What follows belongs to an exercise in optimizing a design on an open flow for small area; a production flow would make more cautious choices. In this exercise RTL edits were held to simulation tests only and were not proved equivalent to the original. No driver is modelled on the clock port, so clocking that relies on it looks cheaper here than on a real chip. No activity file was given, so power comes from the tool's default toggle rates.

==> inputs of branch indigo <==
==> flow/design.v (excerpt) <==
module conv_l1(
    	input clk,
    	input reset,
    	input [7:0] pxl_in,
		input [7:0] kernel_00, input [7:0] kernel_01, input [7:0] kernel_02,
		input [7:0] kernel_10, input [7:0] kernel_11, input [7:0] kernel_12,
		input [7:0] kernel_20, input [7:0] kernel_21, input [7:0] kernel_22,
    	output [15:0] pxl_out,
		output valid
    );
==> flow/config.mk <==
export PLATFORM = sky130hd
export DESIGN_NAME = conv_l1
export DESIGN_NICKNAME = conv_l1
export VERILOG_FILES = /design/flow/design.v
export SDC_FILE = /design/flow/constraint.sdc
export NUM_CORES = 8
export LEC_CHECK = 0
export CAP_MARGIN = 20
export CORE_MARGIN = 2
export CORE_UTILIZATION = 60
export GPL_TIMING_DRIVEN = 0
export PLACE_DENSITY = 0.75
export SETUP_SLACK_MARGIN = 0.1
export SLEW_MARGIN = 20
export SYNTH_HIERARCHICAL = 1
==> flow/constraint.sdc <==
create_clock -name core_clock -period 12.0 [get_ports {clk}]
set_input_delay 2.4000 -clock core_clock [delete_from_list [all_inputs] [get_ports {clk}]]
set_output_delay 2.4000 -clock core_clock [all_outputs]
set_load 0.01 [all_outputs]
standard.sh (not shown) runs the stock make flow with config.mk's settings and CLKGATE_MAP_FILE= SYNTH_SCRIPT=/design/flow/synth_recipe.tcl, a recipe that flattens the netlist after the stock synthesis.
==> flow/flow/run.sh <==
#!/bin/bash
# The standard layout (standard.sh) with a leaner clock tree: clock tree
# synthesis builds sink clusters of buf_12 without dummy loads, then
# post_cts.tcl resizes each leaf buffer to the smallest that keeps the
# flip-flop clock-pin slew under LEAF_SLEW_PS.
set -euo pipefail
here=$(cd "$(dirname "$0")" && pwd)
export CTS_ARGS="-sink_clustering_enable -repair_clock_nets -dont_use_dummy_load -sink_clustering_size 33 -sink_clustering_max_diameter 80 -buf_list sky130_fd_sc_hd__buf_12 -tree_buf sky130_fd_sc_hd__buf_8"
export POST_CTS_TCL="$here/post_cts.tcl"
export LEAF_SLEW_PS=118
export IO_CONSTRAINTS="$here/io.tcl"
export MIN_CLK_ROUTING_LAYER=met2
export BUFFER_PORTS_ARGS="-buffer_cell sky130_fd_sc_hd__buf_1"
bash standard.sh > standard.log 2>&1
Other scripts of this flow, unchanged in this note and not shown: flow/flow/io.tcl, flow/flow/leafsize.tcl, flow/flow/post_cts.tcl
==> branch nickel (differences from branch indigo) <==
==> flow/flow/run.sh (replaced) <==
#!/bin/bash
# The standard layout (standard.sh), run with these changes:
# - clock tree synthesis builds sink clusters of 33 flip-flops driven by
#   buf_12, with buf_8 above them and no dummy loads; post_cts.tcl then
#   resizes each leaf buffer to the smallest that keeps the flip-flop
#   clock-pin slew under LEAF_SLEW_PS (estimated after placement);
# - io.tcl puts all ports next to each other on the left edge;
# - every port gets a buf_2 as its port buffer (resized later as needed);
# - clock nets may be routed from met2 up.
# ORFS writes each step's full log under orfs/logs; make's own output goes
# to standard.log.
set -euo pipefail
here=$(cd "$(dirname "$0")" && pwd)
export CTS_ARGS="-sink_clustering_enable -repair_clock_nets -dont_use_dummy_load -sink_clustering_size 33 -sink_clustering_max_diameter 80 -buf_list sky130_fd_sc_hd__buf_12 -tree_buf sky130_fd_sc_hd__buf_8"
export POST_CTS_TCL="$here/post_cts.tcl"
export LEAF_SLEW_PS=118
export IO_CONSTRAINTS="$here/io.tcl"
export MIN_CLK_ROUTING_LAYER=met2
export BUFFER_PORTS_ARGS="-buffer_cell sky130_fd_sc_hd__buf_2"
bash standard.sh > standard.log 2>&1
--- a/flow/config.mk
+++ b/flow/config.mk
@@ -15 +15,2 @@
 export SYNTH_HIERARCHICAL = 1
+export TNS_END_PERCENT = 10
==> branch violet (differences from branch indigo) <==
==> flow/flow/run.sh (replaced) <==
#!/bin/bash
# The standard layout (standard.sh), run with these changes:
# - clock tree synthesis builds sink clusters of 33 flip-flops driven by
#   buf_12, with buf_8 above them and no dummy loads; post_cts.tcl then
#   resizes each leaf buffer to the smallest that keeps the flip-flop
#   clock-pin slew under LEAF_SLEW_PS (estimated after placement);
# - io.tcl puts all ports next to each other on the left edge;
# - every port gets a buf_2 as its port buffer (resized later as needed);
# - clock nets may be routed from met2 up.
# ORFS writes each step's full log under orfs/logs; make's own output goes
# to standard.log.
set -euo pipefail
here=$(cd "$(dirname "$0")" && pwd)
export CTS_ARGS="-sink_clustering_enable -repair_clock_nets -dont_use_dummy_load -sink_clustering_size 33 -sink_clustering_max_diameter 80 -buf_list sky130_fd_sc_hd__buf_12 -tree_buf sky130_fd_sc_hd__buf_8"
export POST_CTS_TCL="$here/post_cts.tcl"
export LEAF_SLEW_PS=118
export IO_CONSTRAINTS="$here/io.tcl"
export MIN_CLK_ROUTING_LAYER=met2
export BUFFER_PORTS_ARGS="-buffer_cell sky130_fd_sc_hd__buf_2"
bash standard.sh > standard.log 2>&1
--- a/flow/config.mk
+++ b/flow/config.mk
@@ -9,5 +9,5 @@
 export CORE_MARGIN = 2
-export CORE_UTILIZATION = 60
+export CORE_UTILIZATION = 64
 export GPL_TIMING_DRIVEN = 0
-export PLACE_DENSITY = 0.75
+export PLACE_DENSITY = 0.8
 export SETUP_SLACK_MARGIN = 0.1
==> summary of the runs <==
- In branch nickel the combinational power is smaller than in branch indigo, by about 8%.
- The highest clock skew belongs to branch violet, the lowest to branch nickel.
- Clock-buffer cell count: branch nickel is higher than branch violet (3).
- Sequential share of layout area: branch indigo is lower than branch violet (0.10 points).
- Synthesized cell count is the same in branch nickel and branch violet.
- Branch violet went through all stages and came out clean. Branch nickel reached the layout checks and failed them: negative setup slack. Branch indigo completed with no timing, DRC or antenna violations.
- In sequential cell count, branch violet and branch indigo do not differ.

separate check: timing with driven ports:
No port has a modelled driver above. Below, the same layouts with a new extraction and two added sets of constraints. Step 1 assumes that a clkbuf_16 drives the clock port and a buf_2 every other input. Step 2 also shifts input and output timing later by t, the mid clock arrival at the registers, as if the neighbouring blocks saw the same clock. Three values: ideal, step 1, step 2; two values: the first two.
| run | shift t [ns] | slack for setup (ns) | worst hold slack (ns) | worst setup path at the end | pins driven straight from the clock port |
|---|---|---|---|---|---|
| branch indigo | 1.136 | 0.157 / 0.005 / 0.005 | 0.223 / 0.223 / 0.223 | input to output | 1 |
| branch nickel | 1.164 | -0.051 / -0.114 / -0.114 | 0.235 / 0.235 / 0.235 | input to output | 1 |
| branch violet | 1.166 | 0.098 / 0.043 / 0.043 | 0.181 / 0.181 / 0.181 | input to output | 1 |
The setup slack of branch indigo, which loses most, moves by -0.152 ns with the drivers and by -0.152 ns with both steps.
